Context: an optimization exercise on an open-source flow, tuned for small area. The choices shown serve that exercise and are no tape-out recipe.
At most, simulation tests tie the RTL to the original design; equivalence was not proved.
Power figures rest on the tool's default switching activity, not on a simulated workload.

== old ==
==> flow/design.v (excerpt) <==
module systolic_array_3x3(
    input clk,
    input rst,
    input [71:0] a,
    input [71:0] b,
    output [143:0] c
);
For scale: about 1500 cells after synthesis, about 180 flip-flops, ~290 I/O pins.
Settings: LEC_CHECK=0, CAP_MARGIN=20, CORE_MARGIN=2, CORE_UTILIZATION=40, CTS_BUF_LIST=sky130_fd_sc_hd__clkbuf_8, PLACE_DENSITY=0.6, SLEW_MARGIN=20, SYNTH_HIERARCHICAL=1, BUFFER_PORTS_ARGS=-buffer_cell sky130_fd_sc_hd__buf_1, CTS_ARGS=-sink_clustering_enable -repair_clock_nets -buf_list sky130_fd_sc_hd__clkbuf_8 -dont_use_dummy_load; clock period 8.0 ns.
standard.sh (not shown) runs the stock make flow with config.mk's settings and CLKGATE_MAP_FILE= SYNTH_SCRIPT=/design/flow/synth_recipe.tcl, a recipe that flattens the netlist after the stock synthesis.
==> flow/flow/run.sh <==
#!/bin/bash
# Own layout flow: the standard ORFS flow (standard.sh, unchanged synthesis),
# with the port buffers made from the smallest buffer cell instead of the
# default, and the clock tree built without dummy loads. ORFS keeps each
# step's log under orfs/logs/; make's own output goes to standard_flow.log.
set -euo pipefail
cat >> config.mk <<'EOM'
export BUFFER_PORTS_ARGS = -buffer_cell sky130_fd_sc_hd__buf_1
export CTS_ARGS = -sink_clustering_enable -repair_clock_nets -buf_list sky130_fd_sc_hd__clkbuf_8 -dont_use_dummy_load
EOM
bash standard.sh > standard_flow.log 2>&1
Here is what was changed in the inputs of new compared with old.
==> flow/flow/run.sh <==
#!/bin/bash
# Own layout flow: the standard ORFS flow (standard.sh, unchanged synthesis),
# with the port buffers made from the smallest buffer cell instead of the
# default, and the clock tree built without dummy loads. Each tool's output goes
# to a log file in this work folder (ORFS also keeps its per-step logs under
# orfs/logs/).
set -euo pipefail
cat >> config.mk <<'EOM'
export BUFFER_PORTS_ARGS = -buffer_cell sky130_fd_sc_hd__buf_1
EOM
bash standard.sh > standard_flow.log 2>&1
==> flow/config.mk <==
export PLATFORM = sky130hd
export DESIGN_NAME = systolic_array_3x3
export DESIGN_NICKNAME = systolic_array_3x3
export VERILOG_FILES = /design/flow/design.v
export SDC_FILE = /design/flow/constraint.sdc
export NUM_CORES = 4
export LEC_CHECK = 0
export ABC_AREA = 1
export CAP_MARGIN = 20
export CORE_MARGIN = 2
export CORE_UTILIZATION = 40
export GPL_TIMING_DRIVEN = 0
export PLACE_DENSITY = 0.6
export SLEW_MARGIN = 20
export SYNTH_HIERARCHICAL = 1
export BUFFER_PORTS_ARGS = -buffer_cell sky130_fd_sc_hd__buf_1
==> summary.txt <==
new: no failed stages, no open violations at the end
Between new and old, average wire length per cell after detail routing is higher for old, new comes in under that.
Diff old -> new | cell area after technology mapping | increase of 2.0%
Summary — clock buffer instance count of the final layout, new relative to old: higher, by 2.
The critical path startpoint comes out b10n[1]$_DFF_PP1_ in one run and b10n[2]$_DFF_PP1_ in the other, namely in new and old respectively.
Cell area reported after detailed placement on new is up relative to old.
Relative to old, share of power burned in the clock network increased by 5.5 points in new.
Going from old to new, share of layout cells above drive strength 1 grows by 2.3 points.
Looking at sequential share of layout area across new and old, the one that comes out higher is old.
Looking only at first-pass GRT wire length, and setting everything else aside, the lower value of new and old goes to old.
Against old, new comes in 3 higher on number of gates on the worst path with buffers counted.

* * *

systolic_array_3x3, a different RTL version from the one above (not shown whole).
Size: about 1,500 cells after synthesis, ~180 flip-flops, roughly 18,000 um^2 of cells after synthesis.
Settings: LEC_CHECK=0, CAP_MARGIN=20, CORE_MARGIN=2, CORE_UTILIZATION=40, PLACE_DENSITY=0.6, SLEW_MARGIN=20, SYNTH_HIERARCHICAL=1, BUFFER_PORTS_ARGS=-buffer_cell sky130_fd_sc_hd__buf_1; clock period 8.0 ns.
==> flow/flow/run.sh <==
#!/bin/bash
# Own layout flow: the standard ORFS flow (standard.sh, unchanged synthesis),
# with the port buffers made from the smallest buffer cell instead of the
# default, and the clock tree built without dummy loads. Each tool's output goes
# to a log file in this work folder (ORFS also keeps its per-step logs under
# orfs/logs/).
set -euo pipefail
cat >> config.mk <<'EOM'
export BUFFER_PORTS_ARGS = -buffer_cell sky130_fd_sc_hd__buf_1
EOM
bash standard.sh > standard_flow.log 2>&1
The starting point ran to the end with violations: setup timing.
==> next run, changes <==
- CTS_CLUSTER_DIAMETER: default -> 300
- CTS_CLUSTER_SIZE: default -> 50
=> The new run finished with setup timing left; non-clock buffer count stays the same; synthesized cell count stays the same; total power stays the same; routed wire length stays the same; core utilization does not change; via count does not change; design area is unchanged.

* * *

## run 1
systolic_array_3x3, a different RTL version from the one above (not shown whole).
Size in the first run: about 1500 cells after synthesis, about 180 flip-flops, ~18000 sq um of cells after synthesis.
Settings: LEC_CHECK=0, ABC_AREA=1, CAP_MARGIN=20, CORE_MARGIN=2, CORE_UTILIZATION=40, PLACE_DENSITY=0.6, SLEW_MARGIN=20, SYNTH_HIERARCHICAL=1; clock period 8.0 ns.
run.sh (not shown) runs the stock make flow with config.mk's settings and CLKGATE_MAP_FILE= SYNTH_SCRIPT=/design/flow/synth_recipe.tcl, a recipe that flattens the netlist after the stock synthesis.
Stock flow here: none of the scripts above is used.
Run 1: all stages done; final checks FAILED (negative setup slack).
Edits applied to the flow inputs when going from run 1 to run 2:
- clearing ABC_AREA, which used to be 1
- putting GPL_TIMING_DRIVEN at 1 where nothing was set
[summary]
From the logs: run 2 reached the end of the flow and failed the layout checks with negative setup slack. Met1 track demand over resource in global routing in run 2 vs run 1: up 1.8 points. Looking at final wirelength across run 1 and run 2, the one that comes out lower is run 2. Per the comparison of run 2 with run 1, max-cap violation count was more or less identical; combinational cell fraction of total power has decreased; die span in x closely matched the old numbers. Diff run 1 -> run 2 | floorplan die area | down slightly. Looking at stage delay of the slowest cell on the critical path, run 2 sits 20 ps lower than run 1 does. Final core utilization sits lower in run 2 than in run 1.
Function was not checked in any run of this note: the RTL went through the layout flow alone.

* * *

== lane 5 ==
Another version of the RTL of systolic_array_3x3 (not shown whole).
For scale: roughly 1500 cells after synthesis, about 180 flip-flops.
clock: 8.0 ns
lec_check: 0
cap_margin: 20
core_margin: 2
core_utilization: 40
cts_buf_list: sky130_fd_sc_hd__clkbuf_8
place_density: 0.6
slew_margin: 20
synth_hierarchical: 1
buffer_ports_args: -buffer_cell sky130_fd_sc_hd__buf_1
cts_args: -sink_clustering_enable -repair_clock_nets -buf_list sky130_fd_sc_hd__clkbuf_8 -dont_use_dummy_load
gpl_keep_overflow: 0
standard.sh (not shown) runs the stock make flow with config.mk's settings and CLKGATE_MAP_FILE= SYNTH_SCRIPT=/design/flow/synth_recipe.tcl, a recipe that flattens the netlist after the stock synthesis.
==> flow/flow/run.sh <==
#!/bin/bash
# Own layout flow: the standard ORFS flow (standard.sh, unchanged synthesis),
# with the port buffers made from the smallest buffer cell instead of the
# default, and the clock tree built without dummy loads. ORFS keeps each
# step's log under orfs/logs/; make's own output goes to standard_flow.log.
set -euo pipefail
cat >> config.mk <<'EOM'
export BUFFER_PORTS_ARGS = -buffer_cell sky130_fd_sc_hd__buf_1
export CTS_ARGS = -sink_clustering_enable -repair_clock_nets -buf_list sky130_fd_sc_hd__clkbuf_8 -dont_use_dummy_load
export GPL_KEEP_OVERFLOW = 0
EOM
bash standard.sh > standard_flow.log 2>&1
> inputs changed (lane 5 -> lane 4)
- GPL_KEEP_OVERFLOW no longer set, was 0
-- flow/flow/run.sh --
<<< lane 5, line 10
export GPL_KEEP_OVERFLOW = 0
>>> lane 4, line 10
[summary]
Lane 4 and lane 5 ended up with roughly the same clock latency on the worst-skew pair. Shortest period the worst path allows delta (lane 4 − lane 5): favourable. Comparing lane 4 and lane 5, the lower portion of total power attributed to combinational logic is on lane 5. Re first-pass GRT wire length: lane 5 was lower than lane 4.

-- what the ideal ports hide --
The results above use ideal ports. As a check the final layouts listed here were re-extracted and re-timed, cells and wires unchanged. Step 1 assumes that a clkbuf_16 drives the clock port and a buf_2 every other input. Step 2, shift: input delay + t, output delay - t, t = (earliest + latest rising clock arrival at the registers) / 2. This alone moves slack from input paths to output paths. Slacks: no drivers / after step 1 / after step 2; pairs: no drivers / after step 1.
run	t (ns)	slack for setup (ns)	worst hold slack (ns)	slew at the worst register clock pin (ns)	cell pins on the clock port's net
old	0.585	0.377 / 0.328 / 0.815	0.404 / 0.404 / 0.404	0.11 / 0.11	1
new	0.540	0.484 / 0.427 / 0.681	0.433 / 0.433 / 0.433	0.08 / 0.08	1
the first run of note 2	0.541	-0.024 / -0.079 / 0.462	0.414 / 0.414 / 0.414	0.08 / 0.08	1
the second run of note 2	0.541	-0.024 / -0.079 / 0.462	0.414 / 0.414 / 0.414	0.08 / 0.08	1
run 1	0.540	-0.020 / -0.076 / 0.463	0.366 / 0.366 / 0.366	0.08 / 0.08	1
run 2	0.510	-0.056 / -0.109 / 0.401	0.375 / 0.375 / 0.375	0.08 / 0.08	1
lane 5	0.591	0.344 / 0.297 / 0.714	0.425 / 0.425 / 0.425	0.10 / 0.10	1
lane 4	0.591	0.416 / 0.364 / 0.713	0.437 / 0.437 / 0.437	0.10 / 0.10	1
